This is an optimization exercise on Yosys and OpenROAD, whose aim is small area, not a production implementation. RTL that was checked went through simulation tests only; none was proved equivalent to the original. For runs 5 to 7, only the layout was checked, not whether the RTL still works. Power is estimated from default activity; no workload was simulated.

File: design/flow/run.sh
#!/bin/bash
# synth_recipe.tcl (not shown) runs the flow's synth.tcl, then flattens the netlist and writes it again
# the make line also repeats each setting of config.mk as NAME=value (left out here)
make -C /OpenROAD-flow-scripts/flow DESIGN_CONFIG=/design/flow/config.mk WORK_HOME=/design/flow/orfs CLKGATE_MAP_FILE= SYNTH_SCRIPT=/design/flow/synth_recipe.tcl finish
File: design/flow/config.mk
export PLATFORM = sky130hd
export DESIGN_NAME = FIFO
export DESIGN_NICKNAME = FIFO
export VERILOG_FILES = /design/flow/design.v
export SDC_FILE = /design/flow/constraint.sdc
export NUM_CORES = 4
export LEC_CHECK = 0
export CAP_MARGIN = 20
export CORE_MARGIN = 2
export CORE_UTILIZATION = 40
export SLEW_MARGIN = 20
File: design/flow/constraint.sdc
create_clock -name core_clock -period 6.0 [get_ports {clk}]
set_input_delay 1.2000 -clock core_clock [delete_from_list [all_inputs] [get_ports {clk}]]
set_output_delay 1.2000 -clock core_clock [all_outputs]
set_load 0.01 [all_outputs]
File: design/flow/design.v
`timescale 1ns / 1ps
module FIFO(
	input wire clk,
	input wire rst,
	input wire W_en,
	input wire R_en,
	input  wire [7:0] W_data,
	output wire [7:0] R_data,
	output reg Empty,
	output reg Full
);
	parameter FIFO_WIDTH = 8;	 
	parameter FIFO_DEPTH = 16;	 
	reg [4:0] W_Ptr;
	reg [4:0] R_Ptr;
	always @(posedge clk or negedge rst) begin  
		if(rst == 1'b0) begin
			W_Ptr <= 5'b0_0000;
			R_Ptr <= 5'b0_0000;
		end else begin
			if (W_en == 1'b1) W_Ptr <= W_Ptr + 1;
			if (R_en == 1'b1) R_Ptr <= R_Ptr + 1;
		end
	end
	reg [FIFO_WIDTH - 1:0] mem [0:FIFO_DEPTH - 1];
	integer i;
	always @(posedge clk or negedge rst) begin
		if (rst == 1'b0) begin
			for(i = 0; i < FIFO_DEPTH; i = i + 1)
				mem[i] <= 8'b0000_0000;
		end else begin
			if(W_en == 1'b1) mem[W_Ptr[3:0]] <= W_data;  
		end 
	end
	assign R_data = mem[R_Ptr[3:0]];  
	always @(posedge clk or negedge rst) begin	 
		if(rst == 1'b0) begin
			Empty = 0;
			Full = 0;
		end else begin
			if(W_Ptr == R_Ptr) Empty = 1'b1;
			else 			   Empty = 1'b0;
			if((W_Ptr[3:0] == R_Ptr[3:0]) && (W_Ptr[4] != R_Ptr[4]))
				 Full = 1'b1;
			else Full = 1'b0;													
		end
	end
endmodule
==> results of run 1 <==
flip-flops by register name, summed over array words and instances, names as in the netlist:
signal / count
mem: 128
R_Ptr: 5
W_Ptr: 5
Empty: 1
Full: 1
path summary, 6_finish.rpt:
| check | end | slack, ps | from |
|---|---|---|---|
| worst max-delay path | R_data[4] | 1320 | R_Ptr[0] |
| worst min-delay path | R_Ptr[4] | 480 | R_Ptr[4] |
| worst max register to register | mem[8][1] | 3640 | W_Ptr[3] |
| worst min register to register | R_Ptr[4] | 480 | R_Ptr[4] |
| max in group asynchronous | mem[9][1] | 3850 | rst |
| min in group asynchronous | W_Ptr[3] | 810 | rst |
power groups by stage:
stage | clock network [mW] | registers (mW) | logic (mW)
6_report | 1.03 | 1.74 | 1.68
5_1_grt | 1.09 | 1.79 | 1.81
4_1_cts | 1.04 | 1.73 | 1.68
3_5_place_dp | 0 | 1.75 | 1.67
3_3_place_gp | 0 | 1.74 | 1.63
2_1_floorplan | 0 | 1.58 | 1.31
critical path, cell delays in order (launching register included):
cell and delay, ps:
sky130_fd_sc_hd__dfrtp_1 450, sky130_fd_sc_hd__inv_1 120, sky130_fd_sc_hd__ha_1 710, sky130_fd_sc_hd__nand2_1 270
sky130_fd_sc_hd__o32ai_1 460, sky130_fd_sc_hd__a22oi_1 160, sky130_fd_sc_hd__a31oi_1 290, sky130_fd_sc_hd__clkdlybuf4s50_1 590
synthesized netlist by cell type (2+ instances only):
cell / number
sky130_fd_sc_hd__xnor2_1: 9
sky130_fd_sc_hd__a31oi_1: 6
sky130_fd_sc_hd__buf_4: 8
sky130_fd_sc_hd__o21ai_0: 7
sky130_fd_sc_hd__clkbuf_1: 8
sky130_fd_sc_hd__dfrtp_1: 140
sky130_fd_sc_hd__a22o_1: 14
sky130_fd_sc_hd__nand2b_1: 2
sky130_fd_sc_hd__a222oi_1: 2
sky130_fd_sc_hd__o32a_1: 2
sky130_fd_sc_hd__nand3_1: 4
sky130_fd_sc_hd__nand3_2: 7
sky130_fd_sc_hd__buf_2: 14
sky130_fd_sc_hd__o22ai_1: 5
sky130_fd_sc_hd__mux2_2: 129
sky130_fd_sc_hd__nor2_1: 9
sky130_fd_sc_hd__nand4_2: 4
sky130_fd_sc_hd__nor3_4: 4
sky130_fd_sc_hd__a211o_1: 5
sky130_fd_sc_hd__a21o_1: 2
sky130_fd_sc_hd__a221oi_1: 13
sky130_fd_sc_hd__ha_1: 8
sky130_fd_sc_hd__mux2i_1: 8
sky130_fd_sc_hd__a22oi_1: 17
sky130_fd_sc_hd__inv_1: 5
sky130_fd_sc_hd__nand4_1: 3
sky130_fd_sc_hd__a21oi_1: 16
sky130_fd_sc_hd__a221oi_2: 3
sky130_fd_sc_hd__a211oi_1: 2
sky130_fd_sc_hd__nand2_1: 12
sky130_fd_sc_hd__xor2_1: 4
sky130_fd_sc_hd__buf_6: 4
sky130_fd_sc_hd__nor2b_1: 9
logic make-up (layout without fill, tap and decap cells):
group,Yosys count,in the layout,share of synthesized area
DFF,140,140,0.5298
muxes,137,137,0.2318
AOI/OAI and AO/OA,97,97,0.1109
and+or+nand+nor,59,59,0.06131
buffers and inverters,39,63,0.03387
xor gates and xnor gates,13,13,0.01722
adders and majority gates,8,8,0.01514
metrics by stage:
stage	power (mW)	setup slack, ps	instances	hold slack [ps]
floorplan	2.884	3072	493	460.7
global placement	3.364	1914	706	476.6
detailed placement	3.416	1842	706	476.1
CTS	4.457	1370	737	487.4
global route	4.686	1110	737	507.1
finish	4.445	1321	737	481.4
routing by layer:
metal	part of all wire	wire length, um	vias up
met5	0	0	-
met2	0.46	7282	99
met3	0.038	599	25
li1	-	-	1870
met1	0.48	7602	2213
met4	0.017	266	0
final cells by class:
class | instances | area share
flip-flops and latches | 140 | 0.4660
multi-input cells | 314 | 0.3838
clock buffers | 21 | 0.06125
well taps | 220 | 0.03662
repair buffers | 27 | 0.03412
clock inverters | 10 | 0.01565
inverters | 5 | 0.002497
==> notes.md, run 1 <==
- STA classifies the critical path startpoint as a register.
* Total leakage power: 3.221 nW
- Initial detailed-routing violation count: 348
- Of the cells placed in the final design, the portion with a size suffix greater than 1 is 0.3598.
- In this run the tightest slew margin relative to its limit is 0.3963.
- Most frequent cells in the layout: sky130_fd_sc_hd__dfrtp_1, sky130_fd_sc_hd__mux2_2, sky130_fd_sc_hd__clkdlybuf4s50_1
- The number of antenna violations at the first check in global routing is 0.
- Setup Skew: 8.647 ps
* Average wire per cell in the routed design: 21.37 um
- Power dissipated by switching net loads: 1.551 mW
* Proportion of synthesized flip-flops having asynchronous set or reset: 1.000
* M1 GR Usage: 0.2692
- The die is 132.6 um wide.
* Total track usage: 0.1889
* Diodes inserted: 0
- The clock passes through at most 2 buffers.
- The share of the Yosys chip area taken by registers is 0.5298.
* Most used routing layer in global routing: met2
- The count of buffers added on input and output ports is 21.
* Count of endpoints failing hold in the final timing report: 0
- In this run the cell area measured after placement is 6939 um2.
- Of the total power, combinational logic draws 0.377.
- Ranked by total cell area, the synthesized netlist is headed by sky130_fd_sc_hd__dfrtp_1, sky130_fd_sc_hd__mux2_2, sky130_fd_sc_hd__a22oi_1.
* Final count of pins violating max slew: 0
- Number of nets with antenna violations after routing: 0
- Register Area: 3503 um2
- 22 I/O pins were placed.
- Met3 GRT Util: 0.04943
- Clock root buffer: sky130_fd_sc_hd__clkbuf_16
- The Yosys step of the flow raised 2 warnings.
- Largest net degree at the start of global routing: 76
- Measured along the y axis, the die boundary spans 132.6 um.
- Adding up every negative setup slack in the final design gives 0 ps.
- Max-cap violations: 0
- Count of nets after finishing: 525
- The most used flip-flop cell after synthesis is sky130_fd_sc_hd__dfrtp_1.
- Number of instances resized during post-cts repair: 0
- Timing would allow up to 213.7 MHz.
- Syn_nets: 513
- TritonCTS built the clock tree.
- The total area inside the core boundary comes to 16350 um2.
- Compared with the post-synthesis result, the final layout area differs by 13.68%.
* Clock slew seen by the registers of the worst setup and hold paths: 50 ps
- Final core utilization: 0.4598
* Total internal power: 2.893 mW
- The mapped netlist covers 6613 um2.
* Startpoint-to-endpoint class of the critical path: reg -> out
- At the worst endpoint, the arrival time is 3480 ps.
* Category of the worst setup path capture point: output port
- Global-route wire length before repair: 25070 um
- Largest voltage drop on the vdd net: 0.3346 mV
* Clock network fraction of design power: 0.232
* RSZ-0062 raised after global routing: no
* H-tree levels: 4
* Seq pwr share: 0.391
- Number of buffers inserted for hold repair after clock tree synthesis: 0
- Worst R2R Path Depth: 3
- Cell type with the highest aggregate area in the netlist: sky130_fd_sc_hd__dfrtp_1
- Area of the multi-input gates: 2885 um2
- The finished cells cover 7517 um2.
* Filler Cell Count: 1513
- Distinct cell type count after synthesis: 41
* Worst endpoint required time: 4800 ps
- In the global route stage, met2 resource usage came out at 0.2786.
- Mean number of vias per cell: 5.708
* Most common cell after layout, fill and taps aside: sky130_fd_sc_hd__dfrtp_1
* Placement row count: 47
* Type of the worst min-delay path: reg -> reg
- For this design the ratio of total power to cell area is 591.3 nW/um2.
* Finish-stage setup viols: 0
- TritonCTS Buffers: 17
* Clk_lat worst skew: 430 ps
* Status: timing/DRC/antenna clean
- Critical path fanouts, max: 20
- The via count of the first global-routing pass came to 4260.
- Number of stages on the worst hold path: 1
* Number of synthesized register bits: 140
- Number of instances in the synthesized netlist: 493
* Remaining global-route overflow: 0
* Switching Fraction: 0.3490
* Detailed-placement wirelength estimate: 10330 um
- Yosys mapped a number of flops with a built-in enable equal to 0.
- Post-CTS setup-driven buffer insertion count: 0
* Period Utilization, post-route: 0.7799
- After detailed routing, the number of remaining DRC violations is 0.
- In this run the mean area of a mapped cell was 13.41 um2.
- The pre-antenna-repair detailed-routing pass consisted of 5 iterations.
- The die covers 17580 um2.
* Routed vias: 4207
* Actual slew at the worst max-slew pin: 905.5 ps
- Portion of synthesized cell area occupied by the leading cell type: 0.5298
* Initial core utilization: 0.4045
* Total Routed Length: 15750 um
* Tmin final: 4679 ps
* RD Place Congestion: 0.8596
* Count of clock tree sinks: 140
==> run 2, diff against run 1 <==
==> design/flow/design.v (replaced) <==
`timescale 1ns / 1ps
module FIFO(
	input wire clk,
	input wire rst,
	input wire W_en,
	input wire R_en,
	input  wire [7:0] W_data,
	output wire [7:0] R_data,
	output reg Empty,
	output reg Full
);
	reg [127:0] mem;
	reg [4:0] c;
	always @(posedge clk)
		if (W_en) mem <= {mem[119:0], W_data};
	wire [3:0] idx = ~c[3:0];
	assign R_data = mem[idx*8 +: 8];
	always @(posedge clk or negedge rst) begin
		if (rst == 1'b0) begin
			c <= 5'd0;
			Empty <= 1'b0;
			Full <= 1'b0;
		end else begin
			Empty <= ~c[4];
			Full <= c[4] & (c[3:0] == 4'd0);
			if (W_en & ~R_en) c <= c - 5'd1;
			else if (R_en & ~W_en) c <= c + 5'd1;
		end
	end
endmodule
--- a/design/flow/config.mk
+++ b/design/flow/config.mk
@@ -8,4 +8,7 @@
 export CAP_MARGIN = 20
 export CORE_MARGIN = 2
 export CORE_UTILIZATION = 40
+export CTS_BUF_LIST = sky130_fd_sc_hd__clkbuf_8
+export CTS_CLUSTER_DIAMETER = 200
+export CTS_CLUSTER_SIZE = 50
 export SLEW_MARGIN = 20
==> run 2 against run 1 <==
Still clean on timing, DRC and antenna. Combinational power is 56% lower. Power shrank 42%. Synthesized cell count fell by 52%. Cell count fell by 39%. Utilization increased by 0.66 points. Design area down 21%. Global-route usage down 6.2 points. Worst setup slack improved by 510 ps. First-iteration DRC count decreased by 44%. Count of clock-buffer cells in the layout down 4. Critical path type unchanged. Largest power group unchanged.
==> notes.md, run 2 <==
- The routability-driven placement congestion ratio came to 0.7201 (-16%).
- The count of standard-cell rows was 41 (-13%).
- The largest registers in the layout are mem x128, c x5.
* Category of the worst setup path capture point: output port
- Clock root buffer: sky130_fd_sc_hd__clkbuf_8
* Area of the core: 12670 um2 (-22%)
- The mean post-synth cell area is 22.06 um2 (+64%).
* Number of nets with antenna violations after routing: 0 (unchanged)
- TritonCTS Buffers: 17 (unchanged)
- The cell leakage power came to 1.982 nW (-38%).
* Layout cells sized above 1: 0.2330 (-0.1268)
- Setup Skew: 8.948 ps (+0.3014 ps)
* Largest cells by area after synthesis: sky130_fd_sc_hd__edfxtp_1, sky130_fd_sc_hd__mux4_2, sky130_fd_sc_hd__dfrtp_1
- Register bank with the most flops: mem
- The clock net sink count was 135 (-3.6%).
- The clock transition at the registers of the reported paths came to 70 ps (+20 ps).
- The die height was 118.1 um (-11%).
- Finish-stage setup viols: 0 (unchanged)
- The die area was 13940 um2 (-21%).
* Router iterations before antenna repair: 4 (-1)
- Counting instances in the post-synthesis netlist gives the leading cell types as sky130_fd_sc_hd__edfxtp_1, sky130_fd_sc_hd__mux4_2, sky130_fd_sc_hd__a22oi_1.
* Remaining global-route overflow: 0 (unchanged)
- Leaving out fill and tap cells, the most frequent cell in the layout is sky130_fd_sc_hd__edfxtp_1.
- Power density over cell area: 433.5 nW/um2 (-27%)
- The area after detailed placement came to 5579 um2 (-20%).
- The sum of negative setup slack came to 0 ps (unchanged).
- The data arrival at the endpoint of the critical path is 2970 ps (-510 ps).
* Number of design rule violations left after detail routing: 0 (unchanged)
- Distinct cell type count after synthesis: 29 (-29%)
* Actual slew at the worst max-slew pin: 952.5 ps (+46.98 ps)
- Die Wd: 118.1 um (-11%)
* Total track usage: 0.1273 (-0.06158)
* Port buffer count: 21 (unchanged)
* Mean number of vias per cell: 5.133 (-10%)
- The effective utilization at floorplan is 0.4108 (+0.006298).
* Number of buffers inserted for hold repair after clock tree synthesis: 0 (unchanged)
* Max-cap violations: 0 (unchanged)
- Clock Tree Buf Depth: 2 (unchanged)
- In the layout the commonest cells are sky130_fd_sc_hd__edfxtp_1, sky130_fd_sc_hd__mux4_2, sky130_fd_sc_hd__clkdlybuf4s50_1.
- Cell type with the highest aggregate area in the netlist: sky130_fd_sc_hd__edfxtp_1
* Final cell count without fillers: 451 (-39%)
- Total Routed Length: 8262 um (-48%)
- The worst setup slack before clock tree synthesis was 2184 ps (+342.0 ps).
- The first-pass GRT wire length is 13140 um (-48%).
* CTS tree: done
- Initial detailed-routing violation count: 194 (-44%)
- Largest voltage drop on the vdd net: 0.1281 mV (-62%)
* Filler Cell Count: 1085 (-28%)
- The fraction of synthesized cell area taken by the top area cell type came to 0.7385 (+0.2087).
- The sequential share of the synthesized area came to 0.7721 (+0.2423).
- YS warnings: 1 (-1)
* RSZ-0062 raised after global routing: no
- The number of flops mapped to enable cells by yosys was 128 (+128).
* Worst hold-check slack: 443.8 ps (-37.55 ps)
* Prevailing post-synth register cell: sky130_fd_sc_hd__edfxtp_1
* Number of flip-flops under the largest register name: 128 (unchanged)
- The number of gates given a new drive strength after cts is 0 (unchanged).
* Number of top-level pins: 22 (unchanged)
- The H-tree depth reported by CTS was 4 (unchanged).
- Number of instances in the synthesized netlist: 236 (-52%)
* Via count of the first global-routing pass: 2304 (-46%)
* Count of nets after finishing: 281 (-46%)
- The setup slack of the critical path after layout was 1830 ps (+509.2 ps).
* Final count of pins violating max slew: 0 (unchanged)
- Average wire per cell in the routed design: 18.32 um (-14%)
* Critical path fanouts, max: 19 (-5.0%)
* Clk_lat worst skew: 420 ps (about the same)
* Count of endpoints failing hold in the final timing report: 0 (unchanged)
- Timing-limited maximum frequency: 239.8 MHz (+12%)
- The final total power is 2.562 mW (-42%).
- Post-CTS setup-driven buffer insertion count: 0 (unchanged)
- The number of storage elements in the synthesis netlist is 135 (-3.6%).
* Status: timing/DRC/antenna clean
- Cell with the most instances after synthesis: sky130_fd_sc_hd__edfxtp_1
- The area of all placed cells without fillers is 5909 um2 (-21%).
* Max-slew headroom: 0.3650 (-0.03132)
- Antenna violations before repair: 0 (unchanged)
* Type of origin of the critical path: register
- Routed vias: 2315 (-45%)
* Layout overhead on the synthesized area: 13.53%
- The total nets after synthesis is 251 (-51%).
- Diodes inserted: 0 (unchanged)
- The total placed cells including tap cells came to 419 (-41%).
- The setup path with the least slack is of type reg -> out.
* Proportion of synthesized flip-flops having asynchronous set or reset: 0.05185 (-0.9481)
* Final core utilization: 0.4664 (+0.006558)
* Tmin final: 4170 ps (-509.2 ps)
- The largest net degree at the start of global routing was 77 (+1.3%).
- Detailed-placement wirelength estimate: 4805 um (-53%)
* Worst endpoint required time: 4800 ps (about the same)
- Area of the mapped netlist: 5205 um2 (-21%)
- Type of the worst min-delay path: reg -> reg
- The period utilization was 0.6950 (-0.08486).
==> run 2: cell type report <==
type | instances | area, um2 | share of cell area
Sequential cell | 135 | 4020 | 0.6803
Multi-Input combinational cell | 86 | 1106 | 0.1872
Clock buffer | 17 | 234.0 | 0.03959
Timing Repair Buffer | 24 | 230.2 | 0.03896
Tap cell | 172 | 215.2 | 0.03642
Clock inverter | 15 | 96.34 | 0.01630
Inverter | 2 | 7.507 | 0.001270
==> run 2: power breakdown <==
part / total [mW] / internal [mW] / switching (mW) / leakage (nW)
Combinational: 0.731 / 0.398 / 0.333 / 0.472
Clock: 0.630 / 0.312 / 0.318 / 0.175
Sequential: 1.20 / 1.12 / 0.0859 / 1.34
Total: 2.56 / 1.82 / 0.737 / 1.98
==> run 2: worst paths after layout <==
path / startpoint / end / slack (ps) / cells past startpoint
min: mem[85] / mem[93] / 440 / 0
min in group asynchronous: rst / Empty / 1040 / 1
max in group asynchronous: rst / c[0] / 4700 / 1
max: c[0] / R_data[1] / 1830 / 5
min reg2reg: mem[85] / mem[93] / 440 / 0
max reg2reg: c[1] / c[4] / 4340 / 4
==> run 2: logic make-up after synthesis <==
| group | count (synthesis) | synth area share |
|---|---|---|
| flops | 135 | 0.7721 |
| mux | 33 | 0.1406 |
| compound gates | 22 | 0.02933 |
| simple gates | 21 | 0.02356 |
| buf+inv | 15 | 0.01538 |
| xor+xnor | 7 | 0.01178 |
| fa+ha+maj | 3 | 0.007212 |
==> run 2: critical path: stages, from the launching register on <==
cell and delay, ps:
sky130_fd_sc_hd__dfrtp_2 730, sky130_fd_sc_hd__buf_4 470, sky130_fd_sc_hd__mux4_2 550, sky130_fd_sc_hd__a22oi_1 220, sky130_fd_sc_hd__nand2_1 90, sky130_fd_sc_hd__clkdlybuf4s50_1 480
==> run 2: metal layers <==
metal | part of all wire | track usage | wire length [um]
met4 | 0.017 | 0.06551 | 138
met5 | 0 | 0 | 0
met3 | 0.027 | 0.03537 | 221
met2 | 0.47 | 0.1835 | 3852
met1 | 0.49 | 0.1772 | 4049
==> run 3, diff against run 2 <==
--- a/design/flow/config.mk
+++ b/design/flow/config.mk
@@ -8,7 +8,7 @@
 export CAP_MARGIN = 20
 export CORE_MARGIN = 2
 export CORE_UTILIZATION = 40
-export CTS_BUF_LIST = sky130_fd_sc_hd__clkbuf_8
-export CTS_CLUSTER_DIAMETER = 200
-export CTS_CLUSTER_SIZE = 50
+export CTS_BUF_LIST = sky130_fd_sc_hd__clkbuf_4
+export CTS_CLUSTER_DIAMETER = 100
+export CTS_CLUSTER_SIZE = 30
 export SLEW_MARGIN = 20
==> run 3 against run 2 <==
Still clean on timing, DRC and antenna. Worst setup slack lost 100 ps. Combinational power is essentially flat. Via count shrank 0.65%. Flip-flop and latch count is the same. Maximum frequency shrank 2.3%. Clock skew grew 4.0 ps. Count of clock-buffer cells in the layout grew 2. Wire length shrank 0.13%. Register-to-register slack is essentially flat. Non-clock buffer count is the same. Cell count grew 0.22%.
==> notes.md, run 3 <==
- Status: timing/DRC/antenna clean
- Largest voltage drop on the vdd net: 0.1761 mV (+37%)
- The highest attainable clock frequency was 234.2 MHz (-2.3%).
- The slew of the pin with the lowest slew margin is 939.2 ps (-13.34 ps).
- Placed Area: 5579 um2 (unchanged)
- Number of synthesized register bits: 135 (unchanged)
- The delay of the slowest cell on the worst path came to 740 ps (about the same).
* Type of origin of the critical path: register
* Total track usage: 0.1277 (+0.0004230)
- Cell type with the highest aggregate area in the netlist: sky130_fd_sc_hd__edfxtp_1
* Die Span Y: 118.1 um (unchanged)
- The count of hold buffers inserted by post-cts repair came to 0 (unchanged).
- Number of design rule violations left after detail routing: 0 (unchanged)
- The count of antenna-violating nets left after detailed routing came to 0 (unchanged).
* Count of endpoints failing hold in the final timing report: 0 (unchanged)
- Period Utilization, post-route: 0.7117 (+0.01671)
* Regs by FF count: mem x128, c x5
- Setup repair after global routing left no endpoint under its margin.
- Syn_nets: 251 (unchanged)
- The first-pass GRT wire length is 13150 um (about the same).
- The number of vias per cell after detailed routing came to 5.088 (-0.87%).
* Most common cell after layout, fill and taps aside: sky130_fd_sc_hd__edfxtp_1
* Tmin final: 4270 ps (+100.3 ps)
- Cell with the largest stage delay on the worst path: sky130_fd_sc_hd__dfrtp_2
* Max-cap violations: 0 (unchanged)
- The final count of negative-setup-slack endpoints is 0 (unchanged).
- The detailed-routing iteration count for the pre-antenna-repair pass was 4 (unchanged).
* Number of top-level pins: 22 (unchanged)
* H-tree levels: 4 (unchanged)
- The number of synthesis warnings is 1 (unchanged).
- Arrival time at the worst endpoint: 3070 ps (+100 ps)
- The setup slack of the critical path after layout came to 1730 ps (-100.3 ps).
* Initial core utilization: 0.4108 (unchanged)
- Routed vias: 2300 (-0.65%)
- Type of the worst min-delay path: reg -> reg
- The synthesized instance count came to 236 (unchanged).
* Die Wd: 118.1 um (unchanged)
- The area of all placed cells without fillers was 5813 um2 (-1.6%).
- The signal on the critical path passes through buf_4 > mux4_2 > a22oi_1 > nand2_1 > clkdlybuf4s50_1.
- The cell leakage power is 1.937 nW (-2.3%).
- The largest net degree at the start of global routing is 77 (unchanged).
- Share of the yosys chip area belonging to registers: 0.7721 (unchanged)
- The worst relative slew slack is 0.3739 (+0.008896).
* Cell with the most instances after synthesis: sky130_fd_sc_hd__edfxtp_1
* Placement row count: 41 (unchanged)
- Total Routed Length: 8251 um (-0.13%)
- The die area came to 13940 um2 (unchanged).
- Category of the worst setup path capture point: output port
* Initial detailed-routing violation count: 151 (-22%)
* Clk_lat worst skew: 500 ps (+80 ps)
- Average cell area after synthesis: 22.06 um2 (unchanged)
- The power density over the cells was 419.2 nW/um2 (-3.3%).
- Layout overhead on the synthesized area: 11.68%
- Counting flops per register, the top entry is mem.
* TritonCTS Buffers: 17 (unchanged)
- The number of flops mapped to enable cells by yosys was 128 (unchanged).
* Distinct cell type count after synthesis: 29 (unchanged)
- The top fanout value on the critical path is 19 (unchanged).
* Post-CTS setup-driven buffer insertion count: 0 (unchanged)
* Layout cells sized above 1: 0.2401 (+0.007168)
- The placeable core region is 12670 um2 (unchanged).
* Number of flip-flops under the largest register name: 128 (unchanged)
- Total negative setup slack: 0 ps (unchanged)
- The share of synthesized registers carrying an async set or reset was 0.05185 (unchanged).
* Clock root buffer: sky130_fd_sc_hd__clkbuf_4
- TritonCTS built the clock tree.
- Count of nets after finishing: 281 (unchanged)
- Prevailing post-synth register cell: sky130_fd_sc_hd__edfxtp_1
* Number of instances resized during post-cts repair: 0 (unchanged)
- Worst endpoint required time: 4800 ps (about the same)
* Clock Tree Buf Depth: 2 (unchanged)
- The routed length per placed instance was 18.25 um (-0.35%).
- The fraction of synthesized cell area taken by the top area cell type came to 0.7385 (unchanged).
- The remaining global-route overflow was 0 (unchanged).
- After synthesis, the cell types taking the most area are sky130_fd_sc_hd__edfxtp_1, sky130_fd_sc_hd__mux4_2, sky130_fd_sc_hd__dfrtp_1.
- Most frequent cells after synthesis: sky130_fd_sc_hd__edfxtp_1, sky130_fd_sc_hd__mux4_2, sky130_fd_sc_hd__a22oi_1
* Place WS: 2184 ps (unchanged)
- The number of antenna violations at the first check in global routing came to 1 (+1).
- The count of port buffers added during placement is 21 (unchanged).
- Final count of pins violating max slew: 0 (unchanged)
- Most frequent cells in the layout: sky130_fd_sc_hd__edfxtp_1, sky130_fd_sc_hd__mux4_2, sky130_fd_sc_hd__clkdlybuf4s50_1
* Detailed-placement wirelength estimate: 4805 um (unchanged)
* Setup Skew: 12.93 ps (+3.984 ps)
- Clock slew seen by the registers of the worst setup and hold paths: 110 ps (+40 ps)
- The via count of the first global-routing pass was 2309 (+0.22%).
- RD Place Congestion: 0.7201 (unchanged)
- By startpoint and endpoint, the worst setup path is classified as reg -> out.
* Count of clock tree sinks: 135 (unchanged)
- Area of the mapped netlist: 5205 um2 (unchanged)
==> run 3: changes by cell type in the layout (fill, tap and decap cells not counted), sizes merged <==
cell    previous run  this run
inv                4         2
diode              0         1
clkbuf            17        19
==> run 3: area by class of cell <==
type	instances	area [um2]
inverter	2	7.507
clock inverter	13	88.84
clock buffer	19	142.6
antenna	1	2.502
timing repair buffer	24	230.2
tap	172	215.2
fill	1100	6858
sequential	135	4020
multi-input combinational	86	1106
==> run 3: through the flow <==
| step | total power [mW] | instances | util | hold WS, ps |
|---|---|---|---|---|
| floorplan | 1.696 | 236 | - | 404.6 |
| global placement | 1.963 | 419 | 0.4403 | 424.9 |
| detailed placement | 1.970 | 419 | 0.4403 | 428.4 |
| CTS | 2.481 | 451 | 0.4586 | 448.1 |
| global route | 2.579 | 452 | 0.4588 | 464.3 |
| finish | 2.437 | 452 | 0.4588 | 448.4 |
==> run 3: logic make-up (layout without fill, tap and decap cells) <==
family,after synthesis,in the layout,share of synthesized area
and+or+nand+nor,21,21,0.02356
adders and majority gates,3,3,0.007212
AOI/OAI and AO/OA,22,22,0.02933
other,0,1,0
DFF,135,135,0.7721
xor gates and xnor gates,7,7,0.01178
buffers and inverters,15,58,0.01538
muxes,33,33,0.1406
==> run 3: routing by layer <==
layer  wire length (um)  vias up  part of all wire  track usage
li1                   -     1047                 -            -
met1               4061     1212              0.49       0.1786
met2               3858       39              0.47       0.1835
met3                280        2             0.034      0.04700
met4                 51        0            0.0062      0.04744
met5                  0        -                 0            0
==> run 3: worst max-delay path: cells and delay by family, from the launching register on <==
family,cells,cell delay [ps]
and+or+nand+nor,1,110
buffers and inverters,2,950
DFF,1,740
AOI/OAI and AO/OA,1,190
muxes,1,560
==> run 3: worst paths after layout <==
| check | from | to | slack, ps | depth (start not counted) |
|---|---|---|---|---|
| max reg2reg | c[1] | c[2] | 4330 | 6 |
| min reg2reg | mem[11] | mem[19] | 450 | 0 |
| max in group asynchronous | rst | c[0] | 4780 | 1 |
| min in group asynchronous | rst | Empty | 960 | 1 |
| max | c[0] | R_data[6] | 1730 | 5 |
| min | mem[11] | mem[19] | 450 | 0 |
==> run 3: report_power, final <==
group	total, mW	switching (mW)	leakage (nW)	internal (mW)
clock network	0.503	0.300	0.129	0.204
logic	0.734	0.336	0.472	0.398
registers	1.20	0.0860	1.34	1.11
==> run 4, diff against run 3 <==
--- a/design/flow/config.mk
+++ b/design/flow/config.mk
@@ -8,7 +8,4 @@
 export CAP_MARGIN = 20
 export CORE_MARGIN = 2
 export CORE_UTILIZATION = 40
-export CTS_BUF_LIST = sky130_fd_sc_hd__clkbuf_4
-export CTS_CLUSTER_DIAMETER = 100
-export CTS_CLUSTER_SIZE = 30
 export SLEW_MARGIN = 20
==> run 4 against run 3 <==
Critical path depth unchanged. First-iteration DRC count up 26%. Count of clock-buffer cells in the layout unchanged. Register-to-register slack about the same. Wire length down 0.11%. Via count up 0.17%. Critical endpoint unchanged. Maximum frequency up 2.9%. Synthesized cell count unchanged. Critical path type unchanged.
==> notes.md, run 4 <==
- Status: timing/DRC/antenna clean
- Total Routed Length: 8242 um (-0.11%)
* Max-slew headroom: 0.3749 (+0.0009850)
- The count of hold buffers inserted by post-cts repair was 0 (unchanged).
- The detailed-routing iteration count for the pre-antenna-repair pass is 5 (+1).
* Proportion of synthesized flip-flops having asynchronous set or reset: 0.05185 (unchanged)
* Diodes inserted: 0 (-1)
- The final clock skew was 6.157 ps (-6.774 ps).
* Total track usage: 0.1291 (+0.001347)
- Number of top-level pins: 22 (unchanged)
* Number of nets with antenna violations after routing: 0 (unchanged)
- The final hold violation count is 0 (unchanged).
* Filler Cell Count: 1057 (-3.9%)
- The number of synthesis warnings was 1 (unchanged).
- TritonCTS built the clock tree.
- Cell type with the highest aggregate area in the netlist: sky130_fd_sc_hd__edfxtp_1
- The post-CTS setup buffer count came to 0 (unchanged).
* Detailed-placement wirelength estimate: 4805 um (unchanged)
- Total negative setup slack: 0 ps (unchanged)
* H-tree levels: 4 (unchanged)
* Remaining global-route overflow: 0 (unchanged)
- Prevailing post-synth register cell: sky130_fd_sc_hd__edfxtp_1
- Distinct cell type count after synthesis: 29 (unchanged)
- The cell family contributing the most delay on the critical path is buffers and inverters.
- The number of antenna violations at the first check in global routing came to 0 (-1).
- The clock transition at the registers of the reported paths came to 50 ps (-60 ps).
- Tmin final: 4152 ps (-118.6 ps)
* Cell with the largest stage delay on the worst path: sky130_fd_sc_hd__dfrtp_2
- The number of nets in the layout is 281 (unchanged).
- The clock net sink count is 135 (unchanged).
- The setup slack of the critical path after layout is 1848 ps (+118.6 ps).
* Die Span Y: 118.1 um (unchanged)
- Clk_lat worst skew: 410 ps (-90 ps)
- Total leakage power: 2.061 nW (+6.4%)
* Share of the yosys chip area belonging to registers: 0.7721 (unchanged)
- The routability-driven placement congestion ratio came to 0.7201 (unchanged).
- STA classifies the critical path startpoint as a register.
- The synthesized instance count came to 236 (unchanged).
* Area of the mapped netlist: 5205 um2 (unchanged)
* Final Cell Area: 6101 um2 (+5.0%)
- Finish-stage setup viols: 0 (unchanged)
- Average wire per cell in the routed design: 18.27 um (+0.11%)
- Initial core utilization: 0.4108 (unchanged)
- Most common cell after layout, fill and taps aside: sky130_fd_sc_hd__edfxtp_1
* Total Die Area: 13940 um2 (unchanged)
* Via count of the first global-routing pass: 2314 (+0.22%)
- The total nets after synthesis is 251 (unchanged).
- Setup repair after global routing left no endpoint under its margin.
* Worst hold-check slack: 437.7 ps (-10.74 ps)
- Worst endpoint required time: 4800 ps (about the same)
* Number of synthesized register bits: 135 (unchanged)
* Average cell area after synthesis: 22.06 um2 (unchanged)
* Layout overhead on the synthesized area: 17.21%
- The final number of max-transition violations was 0 (unchanged).
- Largest cells by area after synthesis: sky130_fd_sc_hd__edfxtp_1, sky130_fd_sc_hd__mux4_2, sky130_fd_sc_hd__dfrtp_1
- The critical path buffer and inverter count came to 2 (unchanged).
- The largest net degree at the start of global routing is 77 (unchanged).
- The number of buffers created by CTS came to 17 (unchanged).
- The placeable core region was 12670 um2 (unchanged).
- Category of the worst setup path capture point: output port
- Clock root buffer: sky130_fd_sc_hd__clkbuf_16
* Cell breakdown of the critical path: buf_4 > mux4_2 > a22oi_1 > nand2_1 > clkdlybuf4s50_1
- Most frequent cells in the layout: sky130_fd_sc_hd__edfxtp_1, sky130_fd_sc_hd__mux4_2, sky130_fd_sc_hd__clkdlybuf4s50_1
- Startpoint-to-endpoint class of the critical path: reg -> out
- Clock Tree Buf Depth: 2 (unchanged)
- The DRC violation count after routing is 0 (unchanged).
- The fraction of synthesized cell area taken by the top area cell type is 0.7385 (unchanged).
- The first-pass GRT wire length came to 13200 um (+0.36%).
- Largest voltage drop on the vdd net: 0.1623 mV (-7.8%)
* Max-cap violations: 0 (unchanged)
- In this run the worst hold path is classified as reg -> reg.
- The number of gates given a new drive strength after cts came to 0 (unchanged).
- Cell with the most instances after synthesis: sky130_fd_sc_hd__edfxtp_1
- The highest attainable clock frequency is 240.9 MHz (+2.9%).
* Placement row count: 41 (unchanged)
- The area after detailed placement was 5579 um2 (unchanged).
- Register bank with the most flops: mem
* Number of flip-flops under the largest register name: 128 (unchanged)
* Period Utilization, post-route: 0.6920 (-0.01977)
- Place WS: 2184 ps (unchanged)
- The fraction of layout instances using a drive strength above 1 was 0.2330 (-0.007168).
* Post-synth EDFFs: 128 (unchanged)
- The power density over the cells is 466.5 nW/um2 (+11%).
* Regs by FF count: mem x128, c x5
- The data arrival at the endpoint of the critical path was 2950 ps (-120 ps).
- Routed vias: 2304 (+0.17%)
- Initial detailed-routing violation count: 191 (+26%)
* Die Wd: 118.1 um (unchanged)
- Most frequent cells after synthesis: sky130_fd_sc_hd__edfxtp_1, sky130_fd_sc_hd__mux4_2, sky130_fd_sc_hd__a22oi_1
- The number of vias per cell after detailed routing was 5.109 (+0.40%).
- Critical path fanouts, max: 19 (unchanged)
- The count of port buffers added during placement was 21 (unchanged).
* Actual slew at the worst max-slew pin: 935.8 ps (-3.404 ps)
* CP peak stage delay: 730 ps (about the same)
## run 4: layout make-up
class | count | area (um2) | share of cell area
Clock buffer | 19 | 432.9 | 0.07096
Clock inverter | 13 | 88.84 | 0.01456
Inverter | 2 | 7.507 | 0.001231
Multi-Input combinational cell | 86 | 1106 | 0.1813
Sequential cell | 135 | 4020 | 0.6589
Tap cell | 172 | 215.2 | 0.03527
Timing Repair Buffer | 24 | 230.2 | 0.03774
## run 4: logic make-up (layout without fill, tap and decap cells)
group | Yosys count | count (layout) | synth area share
AO/OA/AOI/OAI | 22 | 22 | 0.02933
XOR/XNOR | 7 | 7 | 0.01178
adder cells (fa/ha/maj) | 3 | 3 | 0.007212
buffers and inverters | 15 | 58 | 0.01538
flip-flops | 135 | 135 | 0.7721
multiplexers | 33 | 33 | 0.1406
AND/OR/NAND/NOR | 21 | 21 | 0.02356
## run 4: report_power, final
part / switching [mW] / internal [mW]
combinational: 0.334 / 0.398
clock: 0.355 / 0.557
sequential: 0.0859 / 1.12
total: 0.775 / 2.07
## run 4: worst paths after layout
path / cells after the start / slack, ps / end / from
max reg2reg: 4 / 4340 / c[4] / c[1]
max in group asynchronous: 1 / 4680 / c[0] / rst
min in group asynchronous: 1 / 1060 / Empty / rst
min: 0 / 440 / mem[93] / mem[85]
min reg2reg: 0 / 440 / mem[93] / mem[85]
max: 5 / 1850 / R_data[6] / c[0]
## run 4: worst register-to-register path, stage by stage (launching register included)
cell and delay (ps):
sky130_fd_sc_hd__dfrtp_1 520, sky130_fd_sc_hd__or3_1 440, sky130_fd_sc_hd__and3_4 200, sky130_fd_sc_hd__nor4_2 260, sky130_fd_sc_hd__xnor2_1 150
## run 4: stage by stage
step / instances / utilization / total power [mW]
after global placement: 419 / 0.4403 / 1.963
after global routing: 451 / 0.4815 / 2.991
final: 451 / 0.4815 / 2.846
after CTS: 451 / 0.4815 / 2.890
after detailed placement: 419 / 0.4403 / 1.970
after floorplan: 236 / - / 1.696
## run 4: routing by layer
layer  routed length, um  up-vias  global-route usage
li1                    -     1046                   -
met1                3992     1205              0.1798
met2                3838       45              0.1814
met3                 314        8             0.04845
met4                  96        0             0.05648
met5                   0        -                   0
==> run 5, diff against run 4 <==
==> design/flow/design.v (replaced) <==
`timescale 1ns / 1ps
module FIFO(
	input wire clk,
	input wire rst,
	input wire W_en,
	input wire R_en,
	input  wire [7:0] W_data,
	output wire [7:0] R_data,
	output reg Empty,
	output reg Full
);
	reg [127:0] mem;
	reg [4:0] c;
	always @(posedge clk)
		if (W_en) mem <= {mem[119:0], W_data};
	wire [4:0] c_next;
	fifo_cnt u_cnt (.c(c), .W_en(W_en), .R_en(R_en), .c_next(c_next));
	wire [15:0] sel;
	fifo_sel16 u_sel (.c(c[3:0]), .sel(sel));
	genvar b, k;
	generate
		for (b = 0; b < 8; b = b + 1) begin : g_rd
			wire [15:0] d;
			for (k = 0; k < 16; k = k + 1) begin : g_d
				assign d[k] = mem[k*8 + b];
			end
			fifo_ao16 u_ao (.d(d), .s(sel), .y(R_data[b]));
		end
	endgenerate
	always @(posedge clk or negedge rst) begin
		if (rst == 1'b0) begin
			c <= 5'd0;
			Empty <= 1'b0;
			Full <= 1'b0;
		end else begin
			Empty <= ~c[4];
			Full <= c[4] & (c[3:0] == 4'd0);
			c <= c_next;
		end
	end
endmodule
module fifo_cnt(
	input wire [4:0] c,
	input wire W_en,
	input wire R_en,
	output wire [4:0] c_next
);
	wire [4:0] t;
	assign t[0] = W_en ^ R_en;
	genvar i;
	generate
		for (i = 1; i < 5; i = i + 1) begin : g_t
			assign t[i] = t[i-1] & ~(c[i-1] ^ R_en);
		end
	endgenerate
	assign c_next = c ^ t;
endmodule
module fifo_sel16(
	input wire [3:0] c,
	output wire [15:0] sel
);
	wire [3:0] nl, nh;
	fifo_pre4 u_lo (.c(c[1:0]), .n(nl));
	fifo_pre4 u_hi (.c(c[3:2]), .n(nh));
	genvar k;
	generate
		for (k = 0; k < 16; k = k + 1) begin : g_s
			assign sel[k] = ~(nl[k % 4] | nh[k / 4]);
		end
	endgenerate
endmodule
module fifo_pre4(
	input wire [1:0] c,
	output wire [3:0] n
);
	genvar k;
	generate
		for (k = 0; k < 4; k = k + 1) begin : g_n
			assign n[k] = ~(c == ~k[1:0]);
		end
	endgenerate
endmodule
module fifo_ao16(
	input wire [15:0] d,
	input wire [15:0] s,
	output wire y
);
	wire [4:0] n;
	genvar g;
	generate
		for (g = 0; g < 5; g = g + 1) begin : g_aoi
			fifo_aoi222 u_aoi (.a(d[3*g +: 3]), .b(s[3*g +: 3]), .y(n[g]));
		end
	endgenerate
	assign y = ~(&n) | (d[15] & s[15]);
endmodule
module fifo_aoi222(
	input wire [2:0] a,
	input wire [2:0] b,
	output wire y
);
	assign y = ~|(a & b);
endmodule
--- a/design/flow/config.mk
+++ b/design/flow/config.mk
@@ -8,4 +8,8 @@
 export CAP_MARGIN = 20
 export CORE_MARGIN = 2
 export CORE_UTILIZATION = 40
+export CTS_BUF_LIST = sky130_fd_sc_hd__clkbuf_16
+export CTS_CLUSTER_DIAMETER = 500
+export CTS_CLUSTER_SIZE = 100
 export SLEW_MARGIN = 20
+export SYNTH_HIERARCHICAL = 1
==> run 5 against run 4 <==
Still clean on timing, DRC and antenna. Register-to-register slack better by 420 ps. Sequential power hardly changed. Global-route usage rose by 1.2 points. Critical path depth rose by 1. Wire length rose by 4.7%. Worst setup slack improved by 120 ps. Maximum frequency is 3.0% higher. Critical path type unchanged. Highest routed layer unchanged.
==> notes.md, run 5 <==
- Type of the worst min-delay path: reg -> reg
- RSZ-0062 raised after global routing: no
- Setup Skew: 5.575 ps (-0.5820 ps)
- The synthesized design spends more area on one cell type than any other, namely sky130_fd_sc_hd__edfxtp_1.
- The internal portion of total power is 1.997 mW (-3.6%).
- The routability-driven placement congestion ratio is 0.8140 (+13%).
* Post-CTS setup-driven buffer insertion count: 0 (unchanged)
- Number of design rule violations left after detail routing: 0 (unchanged)
* Period Utilization, post-route: 0.6715 (-0.02046)
- Layout overhead on the synthesized area: 19.79%
- Regs by FF count: mem x128, c x5
- Post-synth EDFFs: 128 (unchanged)
- The via count of the first global-routing pass was 2433 (+5.1%).
- Type of origin of the critical path: register
* Cell with the most instances after synthesis: sky130_fd_sc_hd__edfxtp_1
- The sum of negative setup slack was 0 ps (unchanged).
- The clock net sink count came to 135 (unchanged).
- The number of storage elements in the synthesis netlist is 135 (unchanged).
- The final critical-path required period is 4029 ps (-122.7 ps).
* Clock network fraction of design power: 0.351 (+0.031)
* Worst R2R Path Depth: 3 (-1)
- After synthesis, the most frequently instantiated cells are sky130_fd_sc_hd__edfxtp_1, sky130_fd_sc_hd__a222oi_1, sky130_fd_sc_hd__nor2_1.
- The net load switching power came to 0.7207 mW (-7.0%).
- The die extent in x is 113.7 um (-3.7%).
- Die Span Y: 113.7 um (-3.7%)
- Initial core utilization: 0.4057 (-0.005087)
- Most common cell after layout, fill and taps aside: sky130_fd_sc_hd__edfxtp_1
- Number of instances in the synthesized netlist: 242 (+2.5%)
- Clock Tree Buf Depth: 2 (unchanged)
- The data arrival at the endpoint of the critical path came to 2830 ps (-120 ps).
- YS warnings: 7 (+6)
- Status: timing/DRC/antenna clean
- Remaining global-route overflow: 0 (unchanged)
- The number of gates given a new drive strength after cts was 0 (unchanged).
- The number of max-cap violations is 0 (unchanged).
* Diodes inserted: 0 (unchanged)
- The worst vdd rail ir drop is 0.1812 mV (+12%).
* Largest net degree at the start of global routing: 84 (+9.1%)
- Startpoint-to-endpoint class of the critical path: reg -> out
* Number of stages on the worst hold path: 0 (unchanged)
* CTS tree: done
- In this run the clock root is driven by a sky130_fd_sc_hd__clkbuf_16.
- The number of flip-flops under the largest register name is 128 (unchanged).
- Number of top-level pins: 22 (unchanged)
* Final count of pins violating max slew: 0 (unchanged)
- The count of antenna-violating nets left after detailed routing came to 0 (unchanged).
- Layout cells sized above 1: 0.1047 (-0.1282)
* Prevailing post-synth register cell: sky130_fd_sc_hd__edfxtp_1
* Slack of the critical path: 1971 ps (+122.7 ps)
- The register with the most flip-flops in the final layout is mem.
* Power density over cell area: 471.6 nW/um2 (+1.1%)
* Max-slew headroom: 0.3096 (-0.06526)
* Clock slew seen by the registers of the worst setup and hold paths: 50 ps (about the same)
- Port buffer count: 21 (unchanged)
- Count of nets after finishing: 296 (+5.3%)
- The count of standard-cell rows was 40 (-2.4%).
- Place WS: 2422 ps (+238.0 ps)
* Total leakage power: 1.914 nW (-7.2%)
* Largest cells by area after synthesis: sky130_fd_sc_hd__edfxtp_1, sky130_fd_sc_hd__a222oi_1, sky130_fd_sc_hd__dfrtp_1
- Distinct cell type count after synthesis: 20 (-31%)
- STA classifies the critical path endpoint as an output port.
- Initial detailed-routing violation count: 424 (+120%)
- Worst endpoint required time: 4800 ps (about the same)
* Number of buffers inserted for hold repair after clock tree synthesis: 0 (unchanged)
- Area of the mapped netlist: 4812 um2 (-7.5%)
- The top cell types in the final layout, fill and taps aside, are sky130_fd_sc_hd__edfxtp_1, sky130_fd_sc_hd__a222oi_1, sky130_fd_sc_hd__clkdlybuf4s50_1.
- Proportion of synthesized flip-flops having asynchronous set or reset: 0.05185 (unchanged)
* Finish-stage setup viols: 0 (unchanged)
- The overall global routing resource usage is 0.1409 (+0.01184).
- The total nets after synthesis came to 254 (+1.2%).
- Seq pwr share: 0.434 (+0.011)
- Average wire per cell in the routed design: 19.48 um (+6.6%)
* Part of the total power dissipated in combinational logic: 0.215 (-0.042)
* H-tree levels: 4 (unchanged)
- The number of vias per cell after detailed routing was 5.763 (+13%).
- The detailed-routing iteration count for the pre-antenna-repair pass was 7 (+2).
- The die area is 12920 um2 (-7.3%).
* Count of endpoints failing hold in the final timing report: 0 (unchanged)
- The top fanout value on the critical path was 10 (-9).
- The fraction of synthesized cell area taken by the top area cell type is 0.7988 (+0.06029).
* Clk_lat worst skew: 410 ps (about the same)
- The switching fraction of total power is 0.2651 (-0.007223).
- The placeable core region was 11860 um2 (-6.4%).
- Average cell area after synthesis: 19.88 um2 (-9.8%)
- Share of the yosys chip area belonging to registers: 0.8352 (+0.06304)
- TritonCTS Buffers: 17 (unchanged)
* Routed vias: 2553 (+11%)
- Timing-limited maximum frequency: 248.2 MHz (+3.0%)
- The HPWL reported at the end of detailed placement was 5426 um (+13%).
- The overall routed net length came to 8629 um (+4.7%).
- The number of antenna violations at the first check in global routing came to 0 (unchanged).
* Actual slew at the worst max-slew pin: 1036 ps (+99.82 ps)
- Global-route wire length before repair: 13540 um (+2.6%)
run 5: cell count changes in the layout (fill, tap and decap cells not counted), sizes merged, moves of 3 or more:
cell,delta
a222oi,+40
mux4,-32
nor2,+17
a22oi,-15
nand4,+8
and3,+7
xor2,-5
clkinv,-4
xnor2,+4
a21oi,-3
ha,-3
nand2b,+3
run 5: kinds of logic after synthesis:
family                    count (synthesis)  synth area share
DFF                                     135            0.8352
xor gates and xnor gates                  6           0.01092
AOI/OAI and AO/OA                        42           0.08684
and+or+nand+nor                          57           0.06423
muxes                                     1          0.002080
buffers and inverters                     1         0.0007793
run 5: final timing paths:
kind / start / end / slack (ps)
worst max-delay path: c[0] / R_data[0] / 1970
worst min-delay path: mem[66] / mem[74] / 450
worst max register to register: c[1] / c[3] / 4760
worst min register to register: mem[66] / mem[74] / 450
max in group asynchronous: rst / c[2] / 4690
min in group asynchronous: rst / c[4] / 1060
run 5: Yosys stat by module (local to each module, per instance):
module       cells  flops+latches  cell area (um2)
fifo_cnt        16              0            142.6
fifo_sel16      16              0            60.06
fifo_aoi222      1              0            10.01
FIFO           138            135             4034
fifo_pre4        4              0            22.52
fifo_ao16        3              0            16.27
run 5: stage by stage:
step	total power, mW	instance area (um2)	hold slack, ps	util	instances
2_1_floorplan	1.494	4812	426.0	-	242
3_3_place_gp	1.777	5219	428.0	0.4400	412
3_5_place_dp	1.782	5219	437.5	0.4400	412
4_1_cts	2.742	5764	449.5	0.4860	443
5_1_grt	2.834	5764	455.9	0.4860	443
6_report	2.718	5764	448.3	0.4860	443
run 5: cell type report:
cell class	instances	area, um2
tap	147	183.9
sequential	135	4019
clock inverter	14	120.1
multi-input combinational	106	789.5
inverter	1	3.754
clock buffer	17	425.4
timing repair buffer	23	222.7
fill	970	6097
run 5: critical path: stages, from the launching register on:
cell and delay (ps):
sky130_fd_sc_hd__dfrtp_1 490, sky130_fd_sc_hd__or2_1 310, sky130_fd_sc_hd__nor2_1 540, sky130_fd_sc_hd__a222oi_1 190, sky130_fd_sc_hd__and3_1 230, sky130_fd_sc_hd__nand4_1 110, sky130_fd_sc_hd__clkdlybuf4s50_1 540
run 5: metal layers:
layer / GRT usage / up-vias / share of wire
met5: 0 / - / 0
met4: 0.05122 / 0 / 0.010
met3: 0.04835 / 6 / 0.064
met2: 0.1976 / 107 / 0.45
met1: 0.2056 / 1291 / 0.47
li1: - / 1149 / -
run 5: power groups by stage:
| stage | Combinational, mW | Clock [mW] | Sequential, mW |
|---|---|---|---|
| floorplan | 0.313 | 0 | 1.18 |
| global placement | 0.587 | 0 | 1.19 |
| detailed placement | 0.585 | 0 | 1.20 |
| CTS | 0.589 | 0.974 | 1.18 |
| global route | 0.627 | 1.02 | 1.19 |
| finish | 0.584 | 0.955 | 1.18 |
==> run 6, diff against run 5 <==
==> design/flow/flow/run.sh (new file) <==
#!/bin/bash
# Probe: run the standard layout unchanged, logging to standard.log.
bash standard.sh > standard.log 2>&1
==> design/flow/standard.sh (new file) <==
#!/bin/bash
# synth_recipe.tcl (not shown) runs the flow's synth.tcl, then flattens the netlist and writes it again
# the make line also repeats each setting of config.mk as NAME=value (left out here)
make -C /OpenROAD-flow-scripts/flow DESIGN_CONFIG=/design/flow/config.mk WORK_HOME=/design/flow/orfs CLKGATE_MAP_FILE= SYNTH_SCRIPT=/design/flow/synth_recipe.tcl "${@:-finish}"
removed: design/flow/run.sh
==> run 6 against run 5 <==
Still clean on timing, DRC and antenna. Wire length unchanged. Largest power group unchanged. Worst hold slack unchanged. Maximum frequency unchanged. Clock skew is the same. Sequential power hardly changed. Largest cell class unchanged. Non-clock buffer count is the same. Count of clock-buffer cells in the layout unchanged. Synthesized cell count stayed put.
==> notes.md, run 6 <==
* Arrival time at the worst endpoint: 2830 ps (about the same)
* Final count of pins violating max slew: 0 (unchanged)
- STA classifies the critical path endpoint as an output port.
* Inst Count DP: 412 (unchanged)
- The number of synthesis warnings was 7 (unchanged).
- Counting flops per register, the top entry is mem.
- The fraction of synthesized cell area taken by the top area cell type is 0.7988 (unchanged).
- RSZ-0062 raised after global routing: no
* End of the worst hold path: mem[74]
* R2R Setup Slk: 4760 ps (about the same)
- The proportion of power drawn by flip-flops and latches came to 0.434 (about the same).
- The worst hold path stage count was 0 (unchanged).
- CP peak stage delay: 540 ps (about the same)
- Ranked by instance count, the synthesized netlist is headed by sky130_fd_sc_hd__edfxtp_1, sky130_fd_sc_hd__a222oi_1, sky130_fd_sc_hd__nor2_1.
* Number of instances resized during post-cts repair: 0 (unchanged)
* Layout overhead on the synthesized area: 19.79% (unchanged)
* Cell with the most instances after synthesis: sky130_fd_sc_hd__edfxtp_1
- The mean post-synth cell area is 19.88 um2 (unchanged).
- Mean number of vias per cell: 5.763 (unchanged)
- The total number of vias came to 2553 (unchanged).
* Area of the mapped netlist: 4812 um2 (unchanged)
- Period Utilization, post-route: 0.6715 (unchanged)
- Clock root buffer: sky130_fd_sc_hd__clkbuf_16
- The share of synthesized registers carrying an async set or reset is 0.05185 (unchanged).
* Worst endpoint required time: 4800 ps (about the same)
- Syn_nets: 254 (unchanged)
- The overall global routing resource usage was 0.1409 (unchanged).
- The number of flops mapped to enable cells by yosys came to 128 (unchanged).
- Combined buffer and inverter count along the critical path: 1 (unchanged)
- Initial core utilization: 0.4057 (unchanged)
- Number of design rule violations left after detail routing: 0 (unchanged)
- Total Routed Length: 8629 um (unchanged)
- Antenna violations before repair: 0 (unchanged)
- Number of buffers inserted for hold repair after clock tree synthesis: 0 (unchanged)
- Cell type with the highest aggregate area in the netlist: sky130_fd_sc_hd__edfxtp_1
- The via count of the first global-routing pass is 2433 (unchanged).
* Worst path top cell family by delay: simple AND/OR/NAND/NOR gates
- Router iterations before antenna repair: 7 (unchanged)
* Critical register-to-register path endpoint: c[3]
- The clock power share came to 0.351 (about the same).
- Finish-stage setup viols: 0 (unchanged)
- Detailed-placement wirelength estimate: 5426 um (unchanged)
- Number of top-level pins: 22 (unchanged)
- Die Span Y: 113.7 um (unchanged)
- The power density over the cells is 471.6 nW/um2 (unchanged).
- TritonCTS Buffers: 17 (unchanged)
* Largest cells by area after synthesis: sky130_fd_sc_hd__edfxtp_1, sky130_fd_sc_hd__a222oi_1, sky130_fd_sc_hd__dfrtp_1
- Remaining global-route overflow: 0 (unchanged)
* Total Die Area: 12920 um2 (unchanged)
- Max-cap violations: 0 (unchanged)
* Hold path start: mem[66]
* Worst R2R Path Depth: 3 (unchanged)
* Diodes inserted: 0 (unchanged)
* Prevailing post-synth register cell: sky130_fd_sc_hd__edfxtp_1
- Max-slew headroom: 0.3096 (unchanged)
- STA classifies the critical path startpoint as a register.
- Cell with the largest stage delay on the worst path: sky130_fd_sc_hd__nor2_1
- The count of cell types in the netlist is 20 (unchanged).
- Critical path fanouts, max: 10 (unchanged)
- Switching Fraction: 0.2651 (unchanged)
- In the final layout, the registers with the most flip-flops are mem x128, c x5.
- Clock slew seen by the registers of the worst setup and hold paths: 50 ps (about the same)
- Number of synthesized register bits: 135 (unchanged)
- Layout cells sized above 1: 0.1047 (unchanged)
* Startpoint-to-endpoint class of the critical path: reg -> out
* Total negative setup slack: 0 ps (unchanged)
* Power dissipated by switching net loads: 0.7207 mW (unchanged)
- Startpoint of the worst register-to-register path: c[1]
- The number of nets in the layout came to 296 (unchanged).
- The largest net degree at the start of global routing came to 84 (unchanged).
* Actual slew at the worst max-slew pin: 1036 ps (unchanged)
* Port buffer count: 21 (unchanged)
- The path class of the tightest hold or removal check is reg -> reg.
* Initial detailed-routing violation count: 424 (unchanged)
- The placeable core region was 11860 um2 (unchanged).
* Total leakage power: 1.914 nW (unchanged)
- Largest voltage drop on the vdd net: 0.1812 mV (unchanged)
* Most frequent cells in the layout: sky130_fd_sc_hd__edfxtp_1, sky130_fd_sc_hd__a222oi_1, sky130_fd_sc_hd__clkdlybuf4s50_1
- Part of the total power dissipated in combinational logic: 0.215 (about the same)
- The run finished with no timing, DRC or antenna violations.
- Most common cell after layout, fill and taps aside: sky130_fd_sc_hd__edfxtp_1
- The routability-driven placement congestion ratio was 0.8140 (unchanged).
- The number of flip-flops under the largest register name is 128 (unchanged).
- The count of antenna-violating nets left after detailed routing is 0 (unchanged).
* Tmin final: 4029 ps (unchanged)
* Total internal power: 1.997 mW (unchanged)
* Count of endpoints failing hold in the final timing report: 0 (unchanged)
- CTS tree: done
* Clk_lat worst skew: 410 ps (about the same)
* Post-CTS setup-driven buffer insertion count: 0 (unchanged)
- The synthesized instance count came to 242 (unchanged).
- The critical path goes through or2_1 > nor2_1 > a222oi_1 > and3_1 > nand4_1 > clkdlybuf4s50_1.
- The sequential share of the synthesized area was 0.8352 (unchanged).
- H-tree levels: 4 (unchanged)
- The highest attainable clock frequency is 248.2 MHz (unchanged).
- The first-pass GRT wire length came to 13540 um (unchanged).
- The final clock skew came to 5.575 ps (unchanged).
- The die extent in x is 113.7 um (unchanged).
- The post-route non-filler standard cell count is 443 (unchanged).
- The clock net sink count was 135 (unchanged).
* Clock Tree Buf Depth: 2 (unchanged)
- The count of standard-cell rows came to 40 (unchanged).
* Average wire per cell in the routed design: 19.48 um (unchanged)
run 6: cell counts after synthesis:
Identical to the previous run, type by type.
run 6: per-layer routing:
layer  routed length (um)  up-vias  global-route usage
met4                   87        0             0.05122
li1                     -     1149                   -
met1                 4092     1291              0.2056
met2                 3895      107              0.1976
met5                    0        -                   0
met3                  553        6             0.04835
run 6: power by group through the flow:
stage	combinational (mW)	clock (mW)	sequential (mW)
CTS	0.589	0.974	1.18
finish	0.584	0.955	1.18
global placement	0.587	0	1.19
floorplan	0.313	0	1.18
detailed placement	0.585	0	1.20
global route	0.627	1.02	1.19
run 6: cell families (layout without fill, tap and decap cells):
family          count (synthesis)  in the layout  share of synthesized area
compound gates                 42             42                    0.08684
xor+xnor                        6              6                    0.01092
mux                             1              1                   0.002080
simple gates                   57             57                    0.06423
flops                         135            135                     0.8352
buf+inv                         1             55                  0.0007793
run 6: how the worst max path moves through the flow:
stage / start / endpoint / slack, ps / cells past startpoint
floorplan: c[0] / R_data[0] / 3320 / 5
global placement: c[0] / R_data[5] / 2400 / 6
detailed placement: c[0] / R_data[0] / 2420 / 6
CTS: c[0] / R_data[0] / 1930 / 6
global route: c[0] / R_data[7] / 1810 / 6
finish: c[0] / R_data[0] / 1970 / 6
run 6: Yosys stat by module, one instance, submodules excluded:
module / flops+latches / cells / area (um2) / times used
FIFO: 135 / 138 / 4034 / 1
fifo_cnt: 0 / 16 / 142.6 / 1
fifo_sel16: 0 / 16 / 60.06 / 1
fifo_pre4: 0 / 4 / 22.52 / 2
fifo_ao16: 0 / 3 / 16.27 / 8
fifo_aoi222: 0 / 1 / 10.01 / 40
run 6: worst reg2reg max path: cells and delay by family, from the launching register on:
| family | cells | cell delay [ps] |
|---|---|---|
| DFF | 1 | 480 |
| xor gates and xnor gates | 1 | 150 |
| and+or+nand+nor | 1 | 350 |
| muxes | 1 | 140 |
run 6: final cells by class:
| type | count | area, um2 |
|---|---|---|
| fill | 970 | 6097 |
| multi-input combinational | 106 | 789.5 |
| clock inverter | 14 | 120.1 |
| clock buffer | 17 | 425.4 |
| sequential | 135 | 4019 |
| timing repair buffer | 23 | 222.7 |
| tap | 147 | 183.9 |
| inverter | 1 | 3.754 |
run 6: metrics by stage:
step	cell area, um2	hold WS, ps	setup WS (ps)	util	total power [mW]
floorplan	4812	426.0	3321	-	1.494
global placement	5219	428.0	2403	0.4400	1.777
detailed placement	5219	437.5	2422	0.4400	1.782
CTS	5764	449.5	1933	0.4860	2.742
global route	5764	455.9	1815	0.4860	2.834
finish	5764	448.3	1971	0.4860	2.718
==> run 7, diff against run 6 <==
==> design/flow/run.sh (new file) <==
#!/bin/bash
# synth_recipe.tcl (not shown) runs the flow's synth.tcl, then flattens the netlist and writes it again
# the make line also repeats each setting of config.mk as NAME=value (left out here)
make -C /OpenROAD-flow-scripts/flow DESIGN_CONFIG=/design/flow/config.mk WORK_HOME=/design/flow/orfs CLKGATE_MAP_FILE= SYNTH_SCRIPT=/design/flow/synth_recipe.tcl finish
==> design/flow/config.mk (replaced) <==
export PLATFORM = sky130hd
export DESIGN_NAME = FIFO
export DESIGN_NICKNAME = FIFO
export VERILOG_FILES = /design/flow/design.v
export SDC_FILE = /design/flow/constraint.sdc
export NUM_CORES = 4
export LEC_CHECK = 0
export CAP_MARGIN = 20
export CORE_MARGIN = 2
export CORE_UTILIZATION = 70
export CTS_BUF_LIST = sky130_fd_sc_hd__clkbuf_4
export SLEW_MARGIN = 20
export SYNTH_HIERARCHICAL = 1
removed: design/flow/flow/run.sh
removed: design/flow/standard.sh
==> run 7 against run 6 <==
Sequential power is essentially flat. Worst hold slack better by 6.4 ps. Power is 11% lower. Die area is 42% lower. Cell count decreased by 15%. Register-to-register slack hardly changed. Critical path type unchanged. Critical endpoint is now R_data[6].
==> notes.md, run 7 <==
* Status: timing/DRC/antenna clean
* Layout cells sized above 1: 0.1153 (+0.01052)
- Number of nets with antenna violations after routing: 0 (unchanged)
* Cell breakdown of the critical path: nand2_1 > nor2_1 > a222oi_1 > and3_1 > nand4_1 > clkdlybuf4s50_1
* Number of buffers inserted for hold repair after clock tree synthesis: 0 (unchanged)
- Clk_lat worst skew: 510 ps (+100 ps)
- Count of clock tree sinks: 135 (unchanged)
- Tmin final: 4299 ps (+270.3 ps)
- The worst setup path is launched from a register.
- Detailed-placement wirelength estimate: 5413 um (-0.25%)
- Total negative setup slack: 0 ps (unchanged)
- The die extent in x was 86.91 um (-24%).
* Area of the core: 6719 um2 (-43%)
- The cell leakage power is 1.805 nW (-5.7%).
* Seq pwr share: 0.486 (+0.052)
* Filler Cell Count: 350 (-64%)
* Number of synthesized register bits: 135 (unchanged)
- TritonCTS Buffers: 17 (unchanged)
- Critical path fanouts, max: 10 (unchanged)
* Average wire per cell in the routed design: 25.40 um (+30%)
- The internal portion of total power is 1.725 mW (-14%).
- CP peak stage delay: 690 ps (+150 ps)
* Syn_nets: 254 (unchanged)
* Most frequent cells in the layout: sky130_fd_sc_hd__edfxtp_1, sky130_fd_sc_hd__a222oi_1, sky130_fd_sc_hd__clkdlybuf4s50_1
- The synthesized cell area was 4812 um2 (unchanged).
* Initial detailed-routing violation count: 545 (+29%)
- Number of instances resized during post-cts repair: 0 (unchanged)
- The area of the multi-input gates was 789.5 um2 (unchanged).
* Final count of pins violating max slew: 0 (unchanged)
- The number of top-level design ports is 22 (unchanged).
- End point of the critical path: R_data[6]
* Number of cells on the critical path: 6 (unchanged)
* Proportion of synthesized flip-flops having asynchronous set or reset: 0.05185 (unchanged)
- Via count of the first global-routing pass: 2604 (+7.0%)
- The number of nets in the layout came to 295 (-0.34%).
* Worst endpoint required time: 4800 ps (about the same)
* Placed Area: 5127 um2 (-1.8%)
- Mean number of vias per cell: 7.259 (+26%)
* Startpoint-to-endpoint class of the critical path: reg -> out
- Most common cell after layout, fill and taps aside: sky130_fd_sc_hd__edfxtp_1
- Cell with the largest stage delay on the worst path: sky130_fd_sc_hd__nor2_1
- The effective utilization at floorplan is 0.7162 (+0.3105).
- R2R Setup Slk: 4760 ps (about the same)
- Cell type with the highest aggregate area in the netlist: sky130_fd_sc_hd__edfxtp_1
- The mean post-synth cell area is 19.88 um2 (unchanged).
- The sequential cell area is 4019 um2 (unchanged).
- The most critical setup path has its startpoint at c[0].
- The post-route core utilization is 0.8091 (+0.3232).
- The worst relative slew slack was 0.3566 (+0.04698).
- The clock transition at the registers of the reported paths is 110 ps (+60 ps).
- Prevailing post-synth register cell: sky130_fd_sc_hd__edfxtp_1
- The final hold violation count was 0 (unchanged).
* Max-cap violations: 0 (unchanged)
- Number of design rule violations left after detail routing: 0 (unchanged)
- The remaining global-route overflow came to 0 (unchanged).
- YS warnings: 7 (unchanged)
- The net load switching power came to 0.7021 mW (-2.6%).
- Place WS: 2332 ps (-89.43 ps)
- Post-synth EDFFs: 128 (unchanged)
* Worst R2R Path Depth: 2 (-1)
- Category of the worst setup path capture point: output port
* Slack of the critical path: 1701 ps (-270.3 ps)
* Clock network fraction of design power: 0.266 (-0.085)
- The commonest cells after synthesis are sky130_fd_sc_hd__edfxtp_1, sky130_fd_sc_hd__a222oi_1, sky130_fd_sc_hd__nor2_1.
* Type of the worst min-delay path: reg -> reg
- Startpoint of the worst register-to-register path: c[0]
* Final cell count without fillers: 375 (-15%)
- H-tree levels: 4 (unchanged)
* Total routed wire length on the met1 layer: 3759 um (-8.1%)
* Number of instances in the synthesized netlist: 242 (unchanged)
- Distinct cell type count after synthesis: 20 (unchanged)
- The overall routed net length came to 9524 um (+10%).
- Cell with the most instances after synthesis: sky130_fd_sc_hd__edfxtp_1
* Wire length on met3: 1044 um (+89%)
- Met2 wire length: 4561 um (+17%)
* Die Span Y: 86.91 um (-24%)
- The power density over the cells came to 446.4 nW/um2 (-5.3%).
- RD Place Congestion: 0.7621 (-6.4%)
- Yosys attributes the largest share of cell area to sky130_fd_sc_hd__edfxtp_1, sky130_fd_sc_hd__a222oi_1, sky130_fd_sc_hd__dfrtp_1.
- The combinational fraction of design power is 0.248 (+0.033).
- Regs by FF count: mem x128, c x5
- Finish-stage setup viols: 0 (unchanged)
- Register bank with the most flops: mem
- The overall global routing resource usage is 0.2723 (+0.1314).
* Combined buffer and inverter count along the critical path: 1 (unchanged)
- Setup repair after global routing left no endpoint under its margin.
- The data arrival at the endpoint of the critical path is 3100 ps (+270 ps).
* Port buffer count: 21 (unchanged)
- The fraction of synthesized cell area taken by the top area cell type is 0.7988 (unchanged).
- The count of standard-cell rows came to 30 (-25%).
- The highest attainable clock frequency was 232.6 MHz (-6.3%).
- The sequential share of the synthesized area was 0.8352 (unchanged).
- The worst vdd rail ir drop came to 0.3137 mV (+73%).
- The worst hold slack across all endpoints came to 454.8 ps (+6.418 ps).
- Antenna violations before repair: 0 (unchanged)
* Period Utilization, post-route: 0.7166 (+0.04505)
* Worst path top cell family by delay: simple AND/OR/NAND/NOR gates
* Global-route wire length before repair: 14410 um (+6.4%)
* Total Power: 2.427 mW (-11%)
* Switching Fraction: 0.2893 (+0.02420)
- Largest net degree at the start of global routing: 82 (-2.4%)
- Number of flip-flops under the largest register name: 128 (unchanged)
## run 7: worst min-delay path by stage
stage / from / cells past startpoint / end / slack, ps
6_report: c[4] / 1 / Empty / 450
5_1_grt: mem[66] / 0 / mem[74] / 470
3_3_place_gp: mem[100] / 0 / mem[108] / 430
2_1_floorplan: mem[96] / 0 / mem[104] / 430
3_5_place_dp: mem[53] / 0 / mem[61] / 430
4_1_cts: mem[36] / 0 / mem[44] / 450
## run 7: Yosys stat by module (local to each module, per instance)
module | cells | cell area (um2) | copies in the design | flip-flops and latches
fifo_ao16 | 3 | 16.27 | 8 | 0
FIFO | 138 | 4034 | 1 | 135
fifo_pre4 | 4 | 22.52 | 2 | 0
fifo_sel16 | 16 | 60.06 | 1 | 0
fifo_cnt | 16 | 142.6 | 1 | 0
fifo_aoi222 | 1 | 10.01 | 40 | 0
## run 7: layout make-up
type / count / area share
clock buffers: 17 / 0.02348
multi-input cells: 106 / 0.1452
well taps: 80 / 0.01841
inverters: 1 / 0.0006904
clock inverters: 14 / 0.03337
flip-flops and latches: 135 / 0.7392
repair buffers: 22 / 0.03959
## run 7: cells by family (layout without fill, tap and decap cells)
group                     count (synthesis)  after routing  share of synthesized area
muxes                                     1              1                   0.002080
AOI/OAI and AO/OA                        42             42                    0.08684
buffers and inverters                     1             54                  0.0007793
DFF                                     135            135                     0.8352
xor gates and xnor gates                  6              6                    0.01092
and+or+nand+nor                          57             57                    0.06423
## run 7: metal layers
| metal | up-vias | GRT usage |
|---|---|---|
| li1 | 1155 | - |
| met1 | 1350 | 0.3892 |
| met2 | 197 | 0.4004 |
| met3 | 20 | 0.09289 |
| met4 | 0 | 0.09659 |
| met5 | - | 0 |
## run 7: power by group through the flow
stage / clock network (mW) / registers (mW) / logic [mW]
finish: 0.644 / 1.18 / 0.603
detailed placement: 0 / 1.20 / 0.585
global route: 0.688 / 1.19 / 0.639
CTS: 0.654 / 1.18 / 0.596
global placement: 0 / 1.19 / 0.576
floorplan: 0 / 1.18 / 0.313
